Background: an optimization exercise with open tools, aiming at small area. Do not read the settings as production practice. In this exercise RTL edits were held to simulation tests only and were not proved equivalent to the original. The flow treats the clock pin as an ideal source, which a real chip does not have.

==> try-onyx: inputs <==
Design spi_flash_top, start of the top module:
module spi_flash_top(
    input               clk     ,
    input               rst_n   ,
    input               miso    ,
    output              mosi    ,
    output              sclk    ,
    output              cs_n    ,
    input       [2:0]   key_in  ,
    output      [5:0]   seg_sel ,
    output      [7:0]   seg_dig
    );
    wire [2:0]  key_out;
    wire [6:0]  sc;
    wire [23:0] rx;
    wire        tdone, pre_d;
    wire        rd_req, rd_req_n, rd_vld, rd_flag;
    wire [7:0]  rd_tx;
    wire        wr_req, wr_req_n, wr_vld, wr_err;
    wire [7:0]  wr_tx;
    key_debounce u_key(
        .clk(clk), .rst_n(rst_n), .key_in(key_in), .key_out(key_out));
    reg         k2d;
    reg  [7:0]  wr_prev;
    reg  [7:0]  wr_cur;
    reg         c;
    integer     i;
    always @(*) begin
        c = k2d;
        for (i = 0; i < 8; i = i + 1) begin
            wr_cur[i] = wr_prev[i] ^ c;
            c = c & wr_prev[i];
        end
    end
    always @(posedge clk or negedge rst_n) begin
        if (!rst_n) begin
            k2d     <= 1'b0;
            wr_prev <= 8'd0;
        end else begin
            k2d     <= key_out[2];
            wr_prev <= wr_cur;
        end
    end
    spi_master u_spi(
        .clk(clk), .rst_n(rst_n), .req(rd_req | wr_req), .pre_d(pre_d),
        .miso(miso), .sc(sc), .tdone(tdone), .rx(rx),
        .mosi(mosi), .sclk(sclk), .cs_n(cs_n));
    flash_read u_read(
        .clk(clk), .rst_n(rst_n), .rd_id(key_out[0]), .rd_data(key_out[1]),
        .tdone(tdone), .req(rd_req), .req_n(rd_req_n), .tx(rd_tx),
        .vld(rd_vld), .flag(rd_flag));
    flash_write u_write(
        .clk(clk), .rst_n(rst_n), .write(key_out[2]), .wr_cur(wr_cur),
  ...
Settings: LEC_CHECK=0, CAP_MARGIN=20, CORE_MARGIN=2, CORE_UTILIZATION=80, SLEW_MARGIN=20; clock period 10.0 ns.
standard.sh (not shown) runs the stock make flow with config.mk's settings and CLKGATE_MAP_FILE= SYNTH_SCRIPT=/design/flow/synth_recipe.tcl, a recipe that flattens the netlist after the stock synthesis.
==> flow/flow/run.sh <==
#!/bin/bash
# Own layout flow:
#  1. the standard synthesis (standard.sh synth), unchanged;
#  2. its combinational logic mapped again by ABC for area; the registers,
#     their names and cell types, and the tie cells are kept as they are;
#  3. the standard layout (standard.sh finish) on that netlist, with
#     small port buffers and a clock tree without dummy loads.
# Each tool's output goes to a log file of its own in this folder.
set -euo pipefail
W=$(pwd)
R=$W/orfs/results/$FLOW_PLATFORM/spi_flash_top/base
LIB=$FLOW_HOME/platforms/$FLOW_PLATFORM/lib/sky130_fd_sc_hd__tt_025C_1v80.lib

bash standard.sh synth > $W/flow_synth.log 2>&1

cp $R/1_2_yosys.v $W/std_netlist.v
DU=$(awk '/DONT_USE_CELLS/,/^$/' $FLOW_HOME/platforms/$FLOW_PLATFORM/config.mk \
     | tr ' \\' '\n\n' | grep '^sky130' | sort -u | sed 's/^/-dont_use /' | tr '\n' ' ')
ABCS='+strash;&get,-n;&deepsyn,-T,30;&put;&get,-n;&dch,-f;&nf,-R,1000;&put'
cat > $W/remap.ys <<EOY
read_liberty -ignore_miss_func $LIB
read_verilog $W/std_netlist.v
hierarchy -top $FLOW_TOP
blackbox sky130_fd_sc_hd__df* sky130_fd_sc_hd__edf* sky130_fd_sc_hd__sdf* sky130_fd_sc_hd__dl* sky130_fd_sc_hd__conb_1
flatten
opt_clean
abc -liberty $LIB $DU -script $ABCS
opt_clean -purge
hilomap -singleton -hicell sky130_fd_sc_hd__conb_1 HI -locell sky130_fd_sc_hd__conb_1 LO
insbuf -buf sky130_fd_sc_hd__buf_4 A X
splitnets
opt_clean -purge
hierarchy -top $FLOW_TOP
tee -o $W/remap_stat.txt stat -liberty $LIB
write_verilog -noattr -nohex -nodec $W/remap_netlist.v
EOY
yosys -s $W/remap.ys > $W/flow_remap.log 2>&1
cp $W/remap_netlist.v $R/1_2_yosys.v
touch $R/1_2_yosys.v

export CTS_ARGS="-sink_clustering_enable -repair_clock_nets -buf_list sky130_fd_sc_hd__clkbuf_4 -dont_use_dummy_load"
export PRE_CTS_TCL=$W/flow/pre_cts.tcl
export BUFFER_PORTS_ARGS="-buffer_cell sky130_fd_sc_hd__buf_1"
bash standard.sh finish > $W/flow_layout.log 2>&1
==> flow/flow/pre_cts.tcl <==
configure_cts_characterization -max_slew 0.08 -max_cap 0.04
==> try-delta (differences from try-onyx) <==
--- a/flow/flow/run.sh
+++ b/flow/flow/run.sh
@@ -38,7 +38,6 @@
 cp $W/remap_netlist.v $R/1_2_yosys.v
 touch $R/1_2_yosys.v
 
-export CTS_ARGS="-sink_clustering_enable -repair_clock_nets -buf_list sky130_fd_sc_hd__clkbuf_4 -dont_use_dummy_load"
-export PRE_CTS_TCL=$W/flow/pre_cts.tcl
+export CTS_ARGS="-sink_clustering_enable -repair_clock_nets -buf_list sky130_fd_sc_hd__clkbuf_8 -dont_use_dummy_load"
 export BUFFER_PORTS_ARGS="-buffer_cell sky130_fd_sc_hd__buf_1"
 bash standard.sh finish > $W/flow_layout.log 2>&1
- CORE_UTILIZATION: 80 -> 70
removed: flow/flow/pre_cts.tcl
==> try-indigo (differences from try-onyx) <==
==> flow/run.sh (new file) <==
#!/bin/bash
# synth_recipe.tcl (not shown) runs the flow's synth.tcl, then flattens the netlist and writes it again
# the make line also repeats each setting of config.mk as NAME=value (left out here)
make -C /OpenROAD-flow-scripts/flow DESIGN_CONFIG=/design/flow/config.mk WORK_HOME=/design/flow/orfs CLKGATE_MAP_FILE= SYNTH_SCRIPT=/design/flow/synth_recipe.tcl finish
- CORE_UTILIZATION: 80 -> 70
- CTS_BUF_LIST: default -> sky130_fd_sc_hd__clkbuf_4 sky130_fd_sc_hd__clkbuf_8
removed: flow/flow/run.sh
removed: flow/flow/pre_cts.tcl
removed: flow/standard.sh
==> try-lagoon (differences from try-onyx) <==
==> flow/flow/run.sh (replaced) <==
#!/bin/bash
# Own layout flow: the standard synthesis, then the combinational logic
# is mapped again by ABC for area (registers, tie cells and their names are
# kept as the standard synthesis made them), then the standard layout.
set -euo pipefail
W=$(pwd)
R=$W/orfs/results/$FLOW_PLATFORM/spi_flash_top/base
LIB=$FLOW_HOME/platforms/$FLOW_PLATFORM/lib/sky130_fd_sc_hd__tt_025C_1v80.lib

bash standard.sh synth > $W/flow_synth.log 2>&1

cp $R/1_2_yosys.v $W/std_netlist.v
DU=$(awk '/DONT_USE_CELLS/,/^$/' $FLOW_HOME/platforms/$FLOW_PLATFORM/config.mk \
     | tr ' \\' '\n\n' | grep '^sky130' | sort -u | sed 's/^/-dont_use /' | tr '\n' ' ')
cat > $W/remap.ys <<EOY
read_liberty -ignore_miss_func $LIB
read_verilog $W/std_netlist.v
hierarchy -top $FLOW_TOP
blackbox sky130_fd_sc_hd__df* sky130_fd_sc_hd__edf* sky130_fd_sc_hd__sdf* sky130_fd_sc_hd__dl* sky130_fd_sc_hd__conb_1
flatten
opt_clean
abc -liberty $LIB $DU
opt_clean -purge
hilomap -singleton -hicell sky130_fd_sc_hd__conb_1 HI -locell sky130_fd_sc_hd__conb_1 LO
insbuf -buf sky130_fd_sc_hd__buf_4 A X
splitnets
opt_clean -purge
hierarchy -top $FLOW_TOP
tee -o $W/remap_stat.txt stat -liberty $LIB
write_verilog -noattr -nohex -nodec $W/remap_netlist.v
EOY
yosys -s $W/remap.ys > $W/flow_remap.log 2>&1
cp $W/remap_netlist.v $R/1_2_yosys.v
touch $R/1_2_yosys.v

export CTS_ARGS="-sink_clustering_enable -repair_clock_nets -buf_list sky130_fd_sc_hd__clkbuf_8 -dont_use_dummy_load"
bash standard.sh finish > $W/flow_layout.log 2>&1
- CORE_UTILIZATION: 80 -> 70
removed: flow/flow/pre_cts.tcl
==> notes <==
Routed wire length: try-indigo > try-lagoon > try-delta > try-onyx.
In sequential cell count, try-lagoon and try-onyx do not differ.
Between try-indigo and try-lagoon, the lower non-clock buffer count is in try-indigo (gap 1).
In try-lagoon the count of clock-buffer cells in the layout is lower than in try-indigo, by 1.
First-iteration DRC count: try-indigo < try-delta < try-lagoon < try-onyx.
try-lagoon finished clean. try-delta finished clean. try-indigo finished clean. try-onyx produced a clean layout.
==> figures <==
metric	try-delta	try-lagoon	try-indigo	try-onyx
Status	timing/DRC/antenna clean	timing/DRC/antenna clean	timing/DRC/antenna clean	timing/DRC/antenna clean
First drt pass iteration count	5	5	5	7
Syn Area/Cell	11.27 um2	10.83 um2	11.28 um2	11.27 um2
Crit Path Category	reg -> out	reg -> out	reg -> reg	reg -> out
H-Tree Depth	4	4	4	-
Final weighted congestion of routability-driven global placement	0.9191	0.9472	0.8696	0.9370
Hold Crit Endpoint	u_seg.s2[3]	u_seg.s2[0]	u_seg.s2[3]	u_key.kr1[0]
Cell depth of the worst setup path	11	5	18	11
CP Capture Point	seg_dig[2]	seg_dig[3]	u_write.cnt1[14]	seg_dig[2]
First-pass GRT wire length	18.49 mm	20.21 mm	21.66 mm	18.64 mm
Global-route track usage on met2	44.07%	42.47%	45.90%	53.54%
Ratio of layout area to synthesized area	1.0811x	1.0970x	1.1002x	1.0615x

static timing again, ports no longer ideal:
The flow's constraints put no driver on any port. The routed layouts listed below were extracted and timed again, unchanged, in two steps.
Step 1: set_driving_cell puts a clkbuf_16 on clk and a buf_2 on each other input, an assumption about the parent block.
Step 2 moves the port delays by t, midway between the first and last clock arrival at a register: inputs arrive t later, outputs are due t later. That takes back most of the time a late clock gives input paths.
Three values: ideal, step 1, step 2; two values: the first two.
| run | shift t [ns] | setup slack, ns | worst data-port slew with drivers (ns) |
|---|---|---|---|
| try-onyx | 0.542 | 5.209 / 5.178 / 5.721 | 0.03 |
| try-delta | 0.457 | 5.127 / 5.095 / 5.552 | 0.03 |
| try-indigo | 0.477 | 5.485 / 5.485 / 5.485 | 0.03 |
| try-lagoon | 0.469 | 5.586 / 5.550 / 6.018 | 0.04 |
After both steps every run listed still meets setup and hold.
